This is an optimization exercise on Yosys and OpenROAD, whose aim is small area, not a production implementation.
The clock port is modelled as an ideal driver, which makes a skipped or thinned clock tree look cheaper than it is; a real chip needs a root buffer or a tree.
Power and IR drop assume default switching activity.

==> flow/design.v <==
module servo(input clk, input rst, output reg PWM, input [1:0] boton_cambiar_grados);
  localparam [12:0] LO_TOP  = 13'h05e0;
  localparam [12:0] LO_BITS = 13'h1f5f;
  reg [12:0] lo;
  reg [8:0]  hi;
  wire run    = |boton_cambiar_grados;
  wire lo_top = ((lo ^ LO_TOP) & LO_BITS) == 13'd0;
  wire wrap   = hi[8] & hi[7] & hi[5] & hi[2];
  function lt_const(input [8:0] x, input [8:0] k);
    integer i;
    begin
      lt_const = 1'b0;
      for (i = 0; i < 9; i = i + 1)
        lt_const = k[i] ? (~x[i] | lt_const) : (~x[i] & lt_const);
    end
  endfunction
  reg [8:0] hi_inc;
  reg       c;
  integer   i;
  always @(*) begin
    c = run & lo_top;
    for (i = 0; i < 9; i = i + 1) begin
      hi_inc[i] = hi[i] ^ c;
      c = hi[i] & c;
    end
  end
  always @(posedge clk) begin
    if (rst) begin
      PWM <= 1'b0;
      lo <= 13'd0;
      hi <= 9'd0;
    end else begin
      case (boton_cambiar_grados)
        2'd0: PWM <= 1'b1;
        2'd1: PWM <= lt_const(hi, 9'd15);                             
        2'd2: PWM <= lt_const(hi, 9'd30) | ~lt_const(hi, 9'd370);     
        2'd3: PWM <= lt_const(hi, 9'd48);                             
      endcase
      if (wrap | (run & lo_top))
        lo <= 13'd0;
      else if (run)
        lo <= {lo[11:0], ~(lo[12] ^ lo[2])};
      hi <= wrap ? 9'd0 : hi_inc;
    end
  end
endmodule
module ultrasonido1(input ultra, input clk, input rst, input echo,
                    output reg done, output reg trigger, output [15:0] distance);
  localparam [9:0] TRIG_X = 10'd209;
  localparam [9:0] TMASK  = 10'h2AA;
  reg  [9:0] tst;                    
  wire [9:0] tsr = tst ^ TMASK;
  wire       tx  = (tsr == TRIG_X);
  always @(posedge clk) begin
    if (rst | ultra) begin
      tst <= TRIG_X ^ TMASK;
      trigger <= 1'b0;
    end else begin
      tst <= {tsr[8:0], tsr[9] ^ tsr[6] ^ tx} ^ TMASK;
      trigger <= trigger ^ tx;
    end
  end
  localparam [12:0] ECHO_A = 13'h13bb;
  localparam [12:0] EMASK  = 13'h0AAA;
  localparam [9:0]  QMASK  = 10'h0;
  localparam [4:0]  PMASK  = 5'h0;
  reg  [12:0] est;                   
  reg  [9:0]  qst;                   
  reg  [4:0]  pst;                   
  wire [12:0] esr = est ^ EMASK;
  wire [9:0]  qn  = qst ^ QMASK;     
  wire [4:0]  ph  = pst ^ PMASK;
  reg         hi;                    
  reg  [9:0]  dreg;                  
  reg long_gap;
  always @(*) begin
    case (ph)
      5'd2, 5'd5, 5'd8, 5'd11, 5'd14, 5'd17: long_gap = 1'b1;
      default: long_gap = 1'b0;
    endcase
  end
  wire step = (&esr[12:1]) & (esr[0] ^ long_gap);
  reg [9:0] dec;
  reg [4:0] inc;
  reg       c;
  integer   i;
  always @(*) begin
    c = 1'b1;
    for (i = 0; i < 10; i = i + 1) begin
      dec[i] = qn[i] ^ c;
      c = ~qn[i] & c;
    end
    c = 1'b1;
    for (i = 0; i < 5; i = i + 1) begin
      inc[i] = ph[i] ^ c;
      c = ph[i] & c;
    end
  end
  always @(posedge clk) begin
    if (rst | ~echo) begin
      est <= ECHO_A ^ EMASK;
      qst <= QMASK;
      pst <= PMASK;
    end else if (step) begin
      est <= ECHO_A ^ EMASK;
      qst <= dec ^ QMASK;
      pst <= ((ph[4] & ph[0]) ? 5'd1 : inc) ^ PMASK;    
    end else begin
      est <= {esr[11:0], esr[12] ^ esr[3] ^ esr[2] ^ esr[0]} ^ EMASK;
    end
  end
  always @(posedge clk) begin
    if (rst) begin
      hi <= 1'b0;
      done <= 1'b0;
      dreg <= 10'd0;
    end else begin
      hi <= echo;
      done <= ~echo;
      if (~echo & hi)
        dreg <= qn;
    end
  end
  assign distance = {{6{|dreg}}, dreg};
endmodule
module radar(input clk, input rst, input echo, input [1:0] boton_cambiar_grados,
             output done, output trigger, output [15:0] distance, output PWM, input ultra);
  servo servo (.clk(clk), .rst(rst), .PWM(PWM), .boton_cambiar_grados(boton_cambiar_grados));
  ultrasonido1 ultrasonido2 (.ultra(ultra), .clk(clk), .rst(rst), .echo(echo), .done(done),
                             .trigger(trigger), .distance(distance));
endmodule
clock: 25.0 ns
lec_check: 0
abc_area: 1
cap_margin: 20
core_margin: 2
core_utilization: 40
slew_margin: 20
standard.sh (not shown) runs the stock make flow with config.mk's settings and CLKGATE_MAP_FILE= SYNTH_SCRIPT=/design/flow/synth_recipe.tcl, a recipe that flattens the netlist after the stock synthesis.
==> flow/flow/run.sh <==
#!/bin/bash
# Standard ORFS layout with three changes: the port buffers use the
# smallest buffer cell, and the clock tree is a flat one (flow/cts_pre.tcl):
# the clock port drives CTS_NX * CTS_NY buffers, each driving a group of
# flip-flops.
set -euo pipefail
here=$(cd "$(dirname "$0")" && pwd)
export BUFFER_PORTS_ARGS="-buffer_cell sky130_fd_sc_hd__buf_1"
export PRE_CTS_TCL="$here/cts_pre.tcl"
export CTS_NX=2
export CTS_NY=2
export CTS_BUFCELL=sky130_fd_sc_hd__clkbuf_8
export CTS_CLOCK_NET=clk
bash standard.sh > standard.log 2>&1
==> flow/flow/cts_pre.tcl <==
rename clock_tree_synthesis orig_clock_tree_synthesis
proc clock_tree_synthesis { args } {
  set bufname $::env(CTS_BUFCELL)
  set block [ord::get_db_block]
  set db [ord::get_db]
  set master [$db findMaster $bufname]
  set clknet [$block findNet $::env(CTS_CLOCK_NET)]
  set sinks {}
  foreach it [$clknet getITerms] {
    set inst [$it getInst]
    set loc [$inst getLocation]
    lappend sinks [list [lindex $loc 0] [lindex $loc 1] $it]
  }
  # split into CTS_NX columns by x, then each column into CTS_NY rows by y
  set nx $::env(CTS_NX)
  set ny $::env(CTS_NY)
  set sinks [lsort -integer -index 0 $sinks]
  set n [llength $sinks]
  puts "flat clock tree: $n sinks in $nx x $ny groups of $bufname"
  set g 0
  for { set i 0 } { $i < $nx } { incr i } {
    set col [lrange $sinks [expr { $i * $n / $nx }] [expr { ($i + 1) * $n / $nx - 1 }]]
    set col [lsort -integer -index 1 $col]
    set m [llength $col]
    for { set j 0 } { $j < $ny } { incr j } {
      set group [lrange $col [expr { $j * $m / $ny }] [expr { ($j + 1) * $m / $ny - 1 }]]
      set sx 0
      set sy 0
      foreach s $group {
        set sx [expr { $sx + [lindex $s 0] }]
        set sy [expr { $sy + [lindex $s 1] }]
      }
      set cnt [llength $group]
      set bx [expr { $sx / $cnt }]
      set by [expr { $sy / $cnt }]
      set inst [odb::dbInst_create $block $master "clkbuf_flat_$g"]
      set net [odb::dbNet_create $block "clknet_flat_$g"]
      $net setSigType CLOCK
      foreach s $group {
        set it [lindex $s 2]
        $it disconnect
        $it connect $net
      }
      [$inst findITerm A] connect $clknet
      [$inst findITerm X] connect $net
      $inst setLocation $bx $by
      $inst setPlacementStatus PLACED
      puts "  clkbuf_flat_$g: $cnt sinks at ($bx, $by)"
      incr g
    }
  }
  set_propagated_clock [all_clocks]
}
==> next run, changes <==
--- a/flow/design.v
+++ b/flow/design.v
@@ -1,47 +1,40 @@
 module servo(input clk, input rst, output reg PWM, input [1:0] boton_cambiar_grados);
-  localparam [12:0] LO_TOP  = 13'h05e0;
-  localparam [12:0] LO_BITS = 13'h1f5f;
-  reg [12:0] lo;
-  reg [8:0]  hi;
-  wire run    = |boton_cambiar_grados;
-  wire lo_top = ((lo ^ LO_TOP) & LO_BITS) == 13'd0;
-  wire wrap   = hi[8] & hi[7] & hi[5] & hi[2];
-  function lt_const(input [8:0] x, input [8:0] k);
+  localparam [21:0] CMASK = 22'h0;
+  reg  [21:0] cst;                   
+  wire [21:0] contador = cst ^ CMASK;
+  function lt_const(input [21:0] x, input [21:0] k);
     integer i;
     begin
       lt_const = 1'b0;
-      for (i = 0; i < 9; i = i + 1)
+      for (i = 0; i < 22; i = i + 1)
         lt_const = k[i] ? (~x[i] | lt_const) : (~x[i] & lt_const);
     end
   endfunction
-  reg [8:0] hi_inc;
-  reg       c;
-  integer   i;
+  wire wrap = contador[21] & contador[11] & contador[9] & contador[8] & contador[5];
+  wire run  = |boton_cambiar_grados;
+  reg [21:0] nxt;
+  reg        c;
+  integer    i;
   always @(*) begin
-    c = run & lo_top;
-    for (i = 0; i < 9; i = i + 1) begin
-      hi_inc[i] = hi[i] ^ c;
-      c = hi[i] & c;
+    c = run;
+    for (i = 0; i < 22; i = i + 1) begin
+      nxt[i] = contador[i] ^ c;
+      c = contador[i] & c;
     end
   end
   always @(posedge clk) begin
     if (rst) begin
       PWM <= 1'b0;
-      lo <= 13'd0;
-      hi <= 9'd0;
+      cst <= CMASK;
     end else begin
       case (boton_cambiar_grados)
         2'd0: PWM <= 1'b1;
-        2'd1: PWM <= lt_const(hi, 9'd15);                             
-        2'd2: PWM <= lt_const(hi, 9'd30) | ~lt_const(hi, 9'd370);     
-        2'd3: PWM <= lt_const(hi, 9'd48);                             
+        2'd1: PWM <= lt_const(contador, 22'd75_000);
+        2'd2: PWM <= lt_const(contador, 22'd150_000) | ~lt_const(contador, 22'd1_850_000);
+        2'd3: PWM <= lt_const(contador, 22'd240_000);
       endcase
-      if (wrap | (run & lo_top))
-        lo <= 13'd0;
-      else if (run)
-        lo <= {lo[11:0], ~(lo[12] ^ lo[2])};
-      hi <= wrap ? 9'd0 : hi_inc;
+      cst <= (wrap ? 22'd0 : nxt) ^ CMASK;
     end
   end
 endmodule
 module ultrasonido1(input ultra, input clk, input rst, input echo,
@@ -61,9 +54,9 @@
     end
   end
   localparam [12:0] ECHO_A = 13'h13bb;
   localparam [12:0] EMASK  = 13'h0AAA;
-  localparam [9:0]  QMASK  = 10'h0;
+  localparam [9:0]  QMASK  = 10'h3FF;
   localparam [4:0]  PMASK  = 5'h0;
   reg  [12:0] est;                   
   reg  [9:0]  qst;                   
   reg  [4:0]  pst;                   
Outcome: Setup slack degrades by 1.8 ns. Maximum frequency went down by 20%. Power drops by 0.85%. Die area came out lower by 0.69%. Sequential share of layout area increases by 0.38 points. Register-to-register slack gets worse by 1.9 ns. Wire length came out lower by 12%. Design area is lower by 0.86%. Sequential cell count is unchanged. Global-route usage falls by 1.1 points. Worst hold slack got worse by 0.0038 ns. Cell count shrinks by 6.9%. First-iteration DRC count drops by 2.4%.
No functional check of the RTL was part of any run of this note. No run of this note takes its clock network from TritonCTS; it comes from the design's own scripts or RTL.

## separate check: timing with driven ports
Ports are ideal in the flow. The routed layouts listed here were re-timed in OpenROAD. Step 1 assumes that a clkbuf_16 drives the clock port and a buf_2 every other input. Step 2 moves the port delays by t, midway between the first and last clock arrival at a register: inputs arrive t later, outputs are due t later. That takes back most of the time a late clock gives input paths. Slacks: ideal ports / drivers / drivers and shift; pairs: ideal ports / drivers.
run	t (ns)	setup slack, ns	worst slew at a driven data input, ns
the first run	0.226	17.518 / 17.561 / 17.335	0.03
the second run	0.223	15.692 / 15.731 / 15.508	0.03
After both steps every run listed still meets setup and hold. For the second run, which loses most, drivers alone change the setup slack by +0.039 ns; drivers and shift together by -0.184 ns.
